What follows belongs to an exercise in optimizing a design on an open flow for small area; a production flow would make more cautious choices.
Only simulation tests tie the RTL to the original design; equivalence was not proved.

==> trial 44 <==
==> flow/design.v <==
module b14 (clock, reset, addr, datai, datao, rd, wr);
input         clock;
input         reset;
output [31:0] addr;
input  [31:0] datai;
output [31:0] datao;
output        rd;
output        wr;
reg  [31:0] datao;
reg         rd;
reg         wr;
reg  [31:0] reg0, reg1, reg2, reg3;    
reg  [3:0]  vld;
reg         swp;                       
reg         B;
reg  [1:0]  d;
reg         state;                     
reg  [11:0] irf;                       
reg  [19:0] tail;                      
reg  [19:0] addr_lo;
reg         addr_hi;                   
assign addr = {{12{addr_hi}}, addr_lo};
wire fetch = ~state;
wire exec  = state;
wire        neg = datai[31];
wire [31:0] lo_nz;                     
assign lo_nz[0] = 1'b0;
wire [30:0] absd;
genvar gi;
generate for (gi = 0; gi < 31; gi = gi + 1) begin : g_abs
  assign lo_nz[gi+1] = lo_nz[gi] | datai[gi];
  assign absd[gi]    = datai[gi] ^ (neg & lo_nz[gi]);
end endgenerate
wire [1:0]  s    = irf[11:10];
wire [1:0]  mf   = irf[9:8];
wire [2:0]  df   = irf[7:5];
wire        cf   = irf[4];
wire [3:0]  ff   = irf[3:0];
wire [1:0]  rsel = s | {2{fetch}};
wire [1:0]  psel = {rsel[1], rsel[0] ^ (rsel[1] & swp)};
wire [3:0]  rs   = {psel == 2'd3, psel == 2'd2, psel == 2'd1, psel == 2'd0} & vld;
wire [31:0] r    = ({32{rs[0]}} & reg0) | ({32{rs[1]}} & reg1)
                 | ({32{rs[2]}} & reg2) | ({32{rs[3]}} & reg3);
wire [31:0] m = (mf == 2'd0) ? {12'd0, tail} : datai;
wire [2:0]  xs   = {mf[1] & mf[0] & swp, mf[1] & mf[0] & ~swp, mf[1] & ~mf[0]} & vld[3:1];
wire [19:0] xoff = ({20{xs[0]}} & reg1[19:0]) | ({20{xs[1]}} & reg2[19:0])
                 | ({20{xs[2]}} & reg3[19:0]);
wire [19:0] ea;
wire        ea_co;
rca #(20) u_ea (.a(tail), .b(xoff), .ci(1'b0), .s(ea), .co(ea_co));
wire alu_w   = ~cf & (df != 3'd7);            
wire st      = ~cf & (df == 3'd7);            
wire ff12    = (ff == 4'd12);
wire alu     = exec & alu_w;
wire cmpop   = exec & cf;
wire f_neg   = alu & (ff == 4'd0);
wire f_mov   = alu & (ff[3:2] == 2'b00) & (ff[1:0] != 2'b00);    
wire f_arith = alu & ((ff[3:2] == 2'b01) | (ff[3:2] == 2'b10));  
wire f_sub   = ff[3] ? ff[0] : ff[1];
wire f_shr   = alu & ff12 & ~mf[1];
wire f_shl   = alu & ff12 & mf[1];
wire adj     = cmpop & (ff[2:1] == 2'b11);    
wire        sx29   = r[31] & (|r[28:0]);     
wire [31:0] r29    = {{3{sx29}}, r[28:0]};    
wire [31:0] radj   = {r[31], r[30] & ~(adj & ~r[31]), r[29:0]};
wire        sel_r  = exec & ~(f_neg | f_mov | f_shr | f_shl);
wire [31:0] a = ({32{sel_r}} & radj)
              | ({32{fetch}} & r29)
              | ({32{f_shr}} & {r[31], r[31:1]})
              | ({32{f_shl}} & {r29[30:0], 1'b0});
wire        use_m  = exec & ~(f_shr | f_shl);
wire        inv_b  = cmpop | f_neg | (f_arith & f_sub);
wire [31:0] b      = (({32{use_m}} & m) ^ {32{inv_b}}) | {28'd0, fetch, 3'd0};
wire        cin    = inv_b | (f_shr & r[31] & r[0]);
wire [31:0] sum;
wire [10:0] s_b0;
wire [10:0] s0_1;
wire [9:0]  s0_2;
wire        c1, c0_1, c0_2;
rca #(11) u_b0 (.a(a[10:0]),  .b(b[10:0]),  .ci(cin),  .s(s_b0), .co(c1));
rca #(11) u_b1 (.a(a[21:11]), .b(b[21:11]), .ci(1'b0), .s(s0_1), .co(c0_1));
rca #(10) u_b2 (.a(a[31:22]), .b(b[31:22]), .ci(1'b0), .s(s0_2), .co(c0_2));
wire [11:0] p1;                         
wire [10:0] p2;                         
pfx11 u_p1 (.x(s0_1), .p(p1));
pfx10 u_p2 (.x(s0_2), .p(p2));
wire        c2  = c0_1 | (c1 & p1[11]);
wire        c32 = c0_2 | (c2 & p2[10]);
assign sum[10:0]  = s_b0;
assign sum[21:11] = s0_1 ^ ({11{c1}} & p1[10:0]);
assign sum[31:22] = s0_2 ^ ({10{c2}} & p2[9:0]);
wire        any0, any1, any2_7, any2_8, any2_10;
or11  u_z0 (.x(s_b0), .y(any0));
or11  u_z1 (.x(s0_1), .y(any1));
orp10 u_z2 (.x(s0_2), .y7(any2_7), .y8(any2_8), .y10(any2_10));
wire        nz1    = c1 ? ~p1[11] : any1;
wire        nz2_7  = c2 ? ~p2[7]  : any2_7;
wire        nz2_8  = c2 ? ~p2[8]  : any2_8;
wire        nz2_10 = c2 ? ~p2[10] : any2_10;
wire        nz29   = any0 | nz1 | nz2_7;       
wire        nz30   = any0 | nz1 | nz2_8;       
wire lt  = a[31] ^ b[31] ^ c32;
wire eq  = ~(any0 | nz1 | nz2_10);
wire cmp = (ff[2:1] == 2'b01) ? eq : (ff[2:1] == 2'b10) ? (lt | eq) : lt;
wire b_cmp = (cmp ^ ff[0]) | (ff[3] & B);
wire        sx30  = sum[31] & nz30;
wire        sx29t = sum[31] & nz29;
wire        t29   = f_shr & mf[0] & B;        
wire [31:0] w;
assign w[28:0]  = sum[28:0];
assign w[29]    = t29 ? sx29t : sum[29];
assign w[31:30] = t29 ? {2{sx29t}} : f_arith ? {2{sx30}} : sum[31:30];
reg [1:0] dn;
always @* begin
  dn = d;
  if (alu) begin
    case (df)
      3'd4: if (B)  dn = 2'd3;
      3'd5: if (~B) dn = 2'd3;
      3'd6: ;
      default: dn = df[1:0];
    endcase
  end
end
wire wr_d = alu & ~(ff == 4'd1) & ~(ff[3:2] == 2'b11 & ff[1:0] != 2'b00);
wire mv23 = alu & (ff == 4'd1);
wire [1:0] ldst = fetch ? 2'd3 : mv23 ? 2'd2 : dn;
wire [1:0] pdst = {ldst[1], ldst[0] ^ (ldst[1] & swp)};
wire       wany = wr_d | mv23 | fetch;
wire we0 = wany & (pdst == 2'd0);
wire we1 = wany & (pdst == 2'd1);
wire we2 = wany & (pdst == 2'd2);
wire we3 = wany & (pdst == 2'd3);
wire memop = cf | (alu_w & ~(ff[3:2] == 2'b11));
wire ld    = memop & (mf != 2'd0);
always @(posedge clock) begin
  if (we0) reg0 <= w;
  if (we1) reg1 <= w;
  if (we2) reg2 <= w;
  if (we3) reg3 <= w;
  irf  <= absd[30:19];
  tail <= absd[19:0];
end
always @(posedge clock) begin
  if (reset) begin
    vld <= 4'd0;
    swp <= 1'b0;
    B <= 1'b0; d <= 2'd0; state <= 1'b0;
    addr_lo <= 20'd0; addr_hi <= 1'b0;
    rd <= 1'b0; wr <= 1'b0;
    datao <= 32'd0;
  end else begin
    state <= ~state;
    d <= dn;
    if (we0) vld[0] <= 1'b1;
    if (we1) vld[1] <= 1'b1;
    if (we2) vld[2] <= 1'b1;
    if (we3) vld[3] <= 1'b1;
    if (mv23) swp <= ~swp;
    if (cmpop) B <= b_cmp;
    else if (f_shl & mf[0]) B <= 1'b0;
    if (fetch) begin
      addr_lo <= r[19:0];
      addr_hi <= r[31] & (|r[19:0]);
    end else if (ld | st) begin
      addr_lo <= ea;
      addr_hi <= 1'b0;
    end
    if (exec & st) datao <= r;
    rd <= fetch | (exec & ld);
    wr <= exec & st;
  end
end
endmodule
module rca #(parameter W = 32) (a, b, ci, s, co);
input  [W-1:0] a, b;
input          ci;
output [W-1:0] s;
output         co;
wire [W:0] c;
assign c[0] = ci;
genvar i;
generate for (i = 0; i < W; i = i + 1) begin : g
  assign s[i]   = a[i] ^ b[i] ^ c[i];
  assign c[i+1] = (a[i] & b[i]) | (a[i] & c[i]) | (b[i] & c[i]);
end endgenerate
assign co = c[W];
endmodule
module pfx11 (x, p);
input  [10:0] x;
output [11:0] p;
genvar i;
assign p[0] = 1'b1;
generate for (i = 0; i < 11; i = i + 1) begin : g
  assign p[i+1] = p[i] & x[i];
end endgenerate
endmodule
module pfx10 (x, p);
input  [9:0]  x;
output [10:0] p;
genvar i;
assign p[0] = 1'b1;
generate for (i = 0; i < 10; i = i + 1) begin : g
  assign p[i+1] = p[i] & x[i];
end endgenerate
endmodule
module or11 (x, y);
input  [10:0] x;
output        y;
assign y = |x;
endmodule
module orp10 (x, y7, y8, y10);
input  [9:0] x;
output       y7, y8, y10;
assign y7  = |x[6:0];
assign y8  = y7 | x[7];
assign y10 = y8 | x[8] | x[9];
endmodule
==> flow/flow/run.sh <==
#!/bin/bash
# The standard layout (standard.sh) with these changes:
#  - synthesis maps logic with an area-oriented ABC script (flow/area.abc);
#    registers, flattening and renaming are as in the standard flow's synthesis; the
#    small adder-tail modules (pfx11 pfx10 or11 orp10) are mapped on their
#    own, so that their structure follows the order the sum bits arrive in;
#  - port buffers are buf_1 instead of the default delay cells;
#  - a smaller clock tree: clkbuf_4 only, small sink clusters, no dummy loads.
set -euo pipefail
W=$PWD
export FLOW_WORK=$W
export AREA_ABC_SCRIPT=$W/flow/area.abc
bash standard.sh \
  SYNTH_SCRIPT=$W/flow/area_synth.tcl \
  SYNTH_KEEP_MODULES="pfx11 pfx10 or11 orp10" \
  BUFFER_PORTS_ARGS="-buffer_cell sky130_fd_sc_hd__buf_1" \
  CTS_ARGS="-sink_clustering_enable -repair_clock_nets -buf_list sky130_fd_sc_hd__clkbuf_4 -root_buf sky130_fd_sc_hd__clkbuf_8 -sink_clustering_size 10 -sink_clustering_max_diameter 45 -dont_use_dummy_load" \
  finish > flow_make.log 2>&1
==> flow/flow/area.abc <==
strash
dc2
&get -n
&deepsyn -T 30
&put
dch -f
amap
topo
==> flow/flow/area_synth.tcl <==
# The standard flow's synthesis (synth_recipe.tcl in the run's folder), with one change:
# ABC maps the logic with the area-oriented script flow/area.abc.
proc abc {args} {
  set i [lsearch -exact $args -script]
  if {$i >= 0} {
    set args [lreplace $args [expr {$i + 1}] [expr {$i + 1}] $::env(AREA_ABC_SCRIPT)]
  }
  yosys abc {*}$args
}
source $::env(FLOW_WORK)/synth_recipe.tcl
==> flow/standard.sh <==
#!/bin/bash
# synth_recipe.tcl (not shown) runs the flow's synth.tcl, then flattens the netlist and writes it again
# the make line also repeats each setting of config.mk as NAME=value (left out here)
make -C /OpenROAD-flow-scripts/flow DESIGN_CONFIG=/design/flow/config.mk WORK_HOME=/design/flow/orfs CLKGATE_MAP_FILE= SYNTH_SCRIPT=/design/flow/synth_recipe.tcl "${@:-finish}"
==> flow/config.mk <==
export PLATFORM = sky130hd
export DESIGN_NAME = b14
export DESIGN_NICKNAME = b14
export VERILOG_FILES = /design/flow/design.v
export SDC_FILE = /design/flow/constraint.sdc
export NUM_CORES = 4
export LEC_CHECK = 0
export CAP_MARGIN = 5
export CORE_MARGIN = 2
export CORE_UTILIZATION = 65
export GPL_TIMING_DRIVEN = 0
export SLEW_MARGIN = 5
==> flow/constraint.sdc <==
create_clock -name core_clock -period 11.0 [get_ports {clock}]
set_input_delay 2.2000 -clock core_clock [delete_from_list [all_inputs] [get_ports {clock}]]
set_output_delay 2.2000 -clock core_clock [all_outputs]
set_load 0.01 [all_outputs]
==> inputs of trial 75, as changes to trial 44 <==
--- a/flow/flow/run.sh
+++ b/flow/flow/run.sh
@@ -14,5 +14,5 @@
   SYNTH_SCRIPT=$W/flow/area_synth.tcl \
   SYNTH_KEEP_MODULES="pfx11 pfx10 or11 orp10" \
   BUFFER_PORTS_ARGS="-buffer_cell sky130_fd_sc_hd__buf_1" \
-  CTS_ARGS="-sink_clustering_enable -repair_clock_nets -buf_list sky130_fd_sc_hd__clkbuf_4 -root_buf sky130_fd_sc_hd__clkbuf_8 -sink_clustering_size 10 -sink_clustering_max_diameter 45 -dont_use_dummy_load" \
+  CTS_ARGS="-sink_clustering_enable -repair_clock_nets -buf_list sky130_fd_sc_hd__clkbuf_4 -sink_clustering_size 8 -sink_clustering_max_diameter 40 -dont_use_dummy_load" \
   finish > flow_make.log 2>&1
- CAP_MARGIN: 5 -> 20
- CORE_UTILIZATION: 65 -> 40
- SLEW_MARGIN: 5 -> 20
==> inputs of trial 37, as changes to trial 44 <==
==> flow/design.v (replaced) <==
module b14 (clock, reset, addr, datai, datao, rd, wr);
input         clock;
input         reset;
output [31:0] addr;
input  [31:0] datai;
output [31:0] datao;
output        rd;
output        wr;
reg  [31:0] datao;
reg         rd;
reg         wr;
reg  [31:0] reg0, reg1, reg2, reg3;    
reg  [3:0]  vld;
reg         swp;                       
reg         B;
reg  [1:0]  d;
reg         state;                     
reg  [11:0] irf;                       
reg  [19:0] ea;                        
reg  [19:0] addr_lo;
reg         addr_hi;                   
assign addr = {{12{addr_hi}}, addr_lo};
wire fetch = ~state;
wire exec  = state;
wire        neg = datai[31];
wire [31:0] lo_nz;                     
assign lo_nz[0] = 1'b0;
genvar gi;
generate for (gi = 0; gi < 31; gi = gi + 1) begin : g_nz
  assign lo_nz[gi+1] = lo_nz[gi] | datai[gi];
end endgenerate
wire [11:0] absf;
generate for (gi = 19; gi < 31; gi = gi + 1) begin : g_abs
  assign absf[gi-19] = datai[gi] ^ (neg & lo_nz[gi]);
end endgenerate
wire [1:0]  mf_f = absf[9:8];          
wire [2:0]  xs   = {mf_f[1] & mf_f[0] & swp, mf_f[1] & mf_f[0] & ~swp, mf_f[1] & ~mf_f[0]}
                 & vld[3:1];
wire [19:0] xoff = ({20{xs[0]}} & reg1[19:0]) | ({20{xs[1]}} & reg2[19:0])
                 | ({20{xs[2]}} & reg3[19:0]);
wire [19:0] ea_n;
wire        ea_co;
rca #(20) u_ea (.a(datai[19:0] ^ {20{neg}}), .b(xoff), .ci(neg), .s(ea_n), .co(ea_co));
wire [1:0]  s    = irf[11:10];
wire [1:0]  mf   = irf[9:8];
wire [2:0]  df   = irf[7:5];
wire        cf   = irf[4];
wire [3:0]  ff   = irf[3:0];
wire [1:0]  rsel = s | {2{fetch}};
wire [1:0]  psel = {rsel[1], rsel[0] ^ (rsel[1] & swp)};
wire [3:0]  rs   = {psel == 2'd3, psel == 2'd2, psel == 2'd1, psel == 2'd0} & vld & {4{~reset}};
wire [31:0] r    = ({32{rs[0]}} & reg0) | ({32{rs[1]}} & reg1)
                 | ({32{rs[2]}} & reg2) | ({32{rs[3]}} & reg3);
wire [31:0] m = (mf == 2'd0) ? {12'd0, ea} : datai;
wire alu_w   = ~cf & (df != 3'd7);            
wire st      = ~cf & (df == 3'd7);            
wire ff12    = (ff == 4'd12);
wire alu     = exec & alu_w;
wire cmpop   = exec & cf;
wire f_neg   = alu & (ff == 4'd0);
wire f_mov   = alu & (ff[3:2] == 2'b00) & (ff[1:0] != 2'b00);    
wire f_arith = alu & ((ff[3:2] == 2'b01) | (ff[3:2] == 2'b10));  
wire f_sub   = ff[3] ? ff[0] : ff[1];
wire f_shr   = alu & ff12 & ~mf[1];
wire f_shl   = alu & ff12 & mf[1];
wire adj     = cmpop & (ff[2:1] == 2'b11);    
wire        sx29   = r[31] & (|r[28:0]);     
wire [31:0] r29    = {{3{sx29}}, r[28:0]};    
wire [31:0] radj   = {r[31], r[30] & ~(adj & ~r[31]), r[29:0]};
wire        sel_r  = exec & ~(f_neg | f_mov | f_shr | f_shl);
wire [31:0] a = ({32{sel_r}} & radj)
              | ({32{fetch}} & r29)
              | ({32{f_shr}} & {r[31], r[31:1]})
              | ({32{f_shl}} & {r29[30:0], 1'b0});
wire        use_m  = exec & ~(f_shr | f_shl);
wire        inv_b  = cmpop | f_neg | (f_arith & f_sub);
wire [31:0] b      = (({32{use_m}} & m) ^ {32{inv_b}}) | {28'd0, fetch, 3'd0};
wire        cin    = inv_b | (f_shr & r[31] & r[0]);
wire [31:0] sum;
wire        c32;
add_ci #(32, 12) u_add (.a(a), .b(b), .ci(cin), .s(sum), .co(c32));
wire lt  = a[31] ^ b[31] ^ c32;
wire eq  = (sum == 32'd0);
wire cmp = (ff[2:1] == 2'b01) ? eq : (ff[2:1] == 2'b10) ? (lt | eq) : lt;
wire b_cmp = (cmp ^ ff[0]) | (ff[3] & B);
wire        sx30  = sum[31] & (|sum[29:0]);
wire        sx29t = sum[31] & (|sum[28:0]);
wire        t29   = f_shr & mf[0] & B;        
wire [31:0] w;
assign w[28:0]  = sum[28:0];
assign w[29]    = t29 ? sx29t : sum[29];
assign w[31:30] = t29 ? {2{sx29t}} : f_arith ? {2{sx30}} : sum[31:30];
reg [1:0] dn;
always @* begin
  dn = d;
  if (alu) begin
    case (df)
      3'd4: if (B)  dn = 2'd3;
      3'd5: if (~B) dn = 2'd3;
      3'd6: ;
      default: dn = df[1:0];
    endcase
  end
end
wire wr_d = alu & ~(ff == 4'd1) & ~(ff[3:2] == 2'b11 & ff[1:0] != 2'b00);
wire mv23 = alu & (ff == 4'd1);
wire [1:0] ldst = fetch ? 2'd3 : mv23 ? 2'd2 : dn;
wire [1:0] pdst = {ldst[1], ldst[0] ^ (ldst[1] & swp)};
wire       wany = wr_d | mv23 | fetch;
wire we0 = wany & (pdst == 2'd0);
wire we1 = wany & (pdst == 2'd1);
wire we2 = wany & (pdst == 2'd2);
wire we3 = wany & (pdst == 2'd3);
wire memop = cf | (alu_w & ~(ff[3:2] == 2'b11));
wire ld    = memop & (mf != 2'd0);
always @(posedge clock) begin
  if (we0) reg0 <= w;
  if (we1) reg1 <= w;
  if (we2) reg2 <= w;
  if (we3) reg3 <= w;
  irf <= absf;
  ea  <= ea_n;
  if (reset | (exec & st)) datao <= r;
end
always @(posedge clock) begin
  if (reset) begin
    vld <= 4'd0;
    swp <= 1'b0;
    B <= 1'b0; d <= 2'd0; state <= 1'b0;
    addr_lo <= 20'd0; addr_hi <= 1'b0;
    rd <= 1'b0; wr <= 1'b0;
  end else begin
    state <= ~state;
    d <= dn;
    if (we0) vld[0] <= 1'b1;
    if (we1) vld[1] <= 1'b1;
    if (we2) vld[2] <= 1'b1;
    if (we3) vld[3] <= 1'b1;
    if (mv23) swp <= ~swp;
    if (cmpop) B <= b_cmp;
    else if (f_shl & mf[0]) B <= 1'b0;
    if (fetch) begin
      addr_lo <= r[19:0];
      addr_hi <= r[31] & (|r[19:0]);
    end else if (ld | st) begin
      addr_lo <= ea;
      addr_hi <= 1'b0;
    end
    rd <= fetch | (exec & ld);
    wr <= exec & st;
  end
end
endmodule
module rca #(parameter W = 32) (a, b, ci, s, co);
input  [W-1:0] a, b;
input          ci;
output [W-1:0] s;
output         co;
wire [W:0] c;
assign c[0] = ci;
genvar i;
generate for (i = 0; i < W; i = i + 1) begin : g
  assign s[i]   = a[i] ^ b[i] ^ c[i];
  assign c[i+1] = (a[i] & b[i]) | (a[i] & c[i]) | (b[i] & c[i]);
end endgenerate
assign co = c[W];
endmodule
module add_ci #(parameter W = 32, parameter K = 12) (a, b, ci, s, co);
input  [W-1:0] a, b;
input          ci;
output [W-1:0] s;
output         co;
wire         c_lo, c_hi;
wire [K-1:0] s_hi;
rca #(W-K) u_lo (.a(a[W-K-1:0]), .b(b[W-K-1:0]), .ci(ci), .s(s[W-K-1:0]), .co(c_lo));
rca #(K) u_hi (.a(a[W-1:W-K]), .b(b[W-1:W-K]), .ci(1'b0), .s(s_hi), .co(c_hi));
wire [K:0] p;                           
assign p[0] = 1'b1;
genvar i;
generate for (i = 0; i < K; i = i + 1) begin : g
  assign p[i+1]     = p[i] & s_hi[i];
  assign s[W-K+i]   = s_hi[i] ^ (c_lo & p[i]);
end endgenerate
assign co = c_hi | (c_lo & p[K]);
endmodule
==> flow/flow/run.sh (replaced) <==
#!/bin/bash
# The standard layout (standard.sh) with these changes:
#  - synthesis maps logic with an area-oriented ABC script (flow/area.abc);
#    registers, flattening and renaming are as in the standard flow's synthesis;
#  - port buffers are buf_1 instead of the default delay cells;
#  - a smaller clock tree: clkbuf_4 only, sinks clustered 10 at a time,
#    no dummy loads.
set -euo pipefail
W=$PWD
export FLOW_WORK=$W
export AREA_ABC_SCRIPT=$W/flow/area.abc
bash standard.sh \
  SYNTH_SCRIPT=$W/flow/area_synth.tcl \
  BUFFER_PORTS_ARGS="-buffer_cell sky130_fd_sc_hd__buf_1" \
  CTS_ARGS="-sink_clustering_enable -repair_clock_nets -buf_list sky130_fd_sc_hd__clkbuf_4 -sink_clustering_size 10 -sink_clustering_max_diameter 50 -dont_use_dummy_load" \
  finish > flow_make.log 2>&1
- CAP_MARGIN: 5 -> 20
- CORE_UTILIZATION: 65 -> 40
- GPL_TIMING_DRIVEN: 0 -> unset
- SLEW_MARGIN: 5 -> 20
==> qor.tcl <==
set qor(status) {no timing/DRC/antenna violations}
set qor(fin_worst_skew_ns) 0.05345
set qor(final-setup-viol-count) 0
set qor(reg_to_reg_start) {irf[9]}
set qor(clock-sinks) 223
set qor(insertedDiodeCount) 0
set qor(nFillCells) 1239
set qor(route.met2.wl_um) 14140
set qor(power_density_nw_per_um2) 153.5
[end of results for trial 44]
==> qor.tcl <==
set qor(setup_slack_ns) -2.239
set qor(final-setup-viol-count) 33
set qor(clock-sinks) 224
set qor(post-route-drc-count) 0
set qor(insertedDiodeCount) 1
set qor(synth_seq_cells) 224
set qor(nFillCells) 2348
set qor(fin_worst_skew_ns) 0.08114
set qor(layout.failed_checks) {setup timing}
set qor(status) {complete, but fails checks}
set qor(route.met2.wl_um) 15740
set qor(reg_to_reg_start) {state}
[end of results for trial 37]
==> qor.tcl <==
set qor(nFillCells) 2590
set qor(power_density_nw_per_um2) 154.4
set qor(route.met2.wl_um) 15810
set qor(final-setup-viol-count) 0
set qor(clock-sinks) 223
set qor(report.final.slew_viol_count) 0
set qor(fin_worst_skew_ns) 0.1058
set qor(status) {no timing/DRC/antenna violations}
set qor(insertedDiodeCount) 2
[end of results for trial 75]

## re-timing with driven ports
Ports are ideal in the flow. The routed layouts listed here were re-timed in OpenROAD. Step 1 sets driving cells, clkbuf_16 on the clock port and buf_2 on the other inputs (assumed; they add their load-dependent delay and slew). Step 2 times the ports against the registers' clock, not the clock port: input delays grow and output delays shrink by t, the midpoint of the rising clock arrivals with the driver on. a / b / c = ideal ports / drivers / drivers and shift; a / b = the first two.
run | t, ns | slack for setup (ns) | worst setup path at the end | pins driven straight from the clock port
trial 44 | 0.578 | 0.435 / 0.435 / 0.435 | register to register | 1
trial 75 | 0.669 | 0.470 / 0.470 / 0.470 | register to register | 1
trial 37 | 0.713 | -2.239 / -2.242 / -2.955 | input to register | 1
The setup slack of trial 37, which loses most, moves by -0.003 ns with the drivers and by -0.716 ns with both steps.
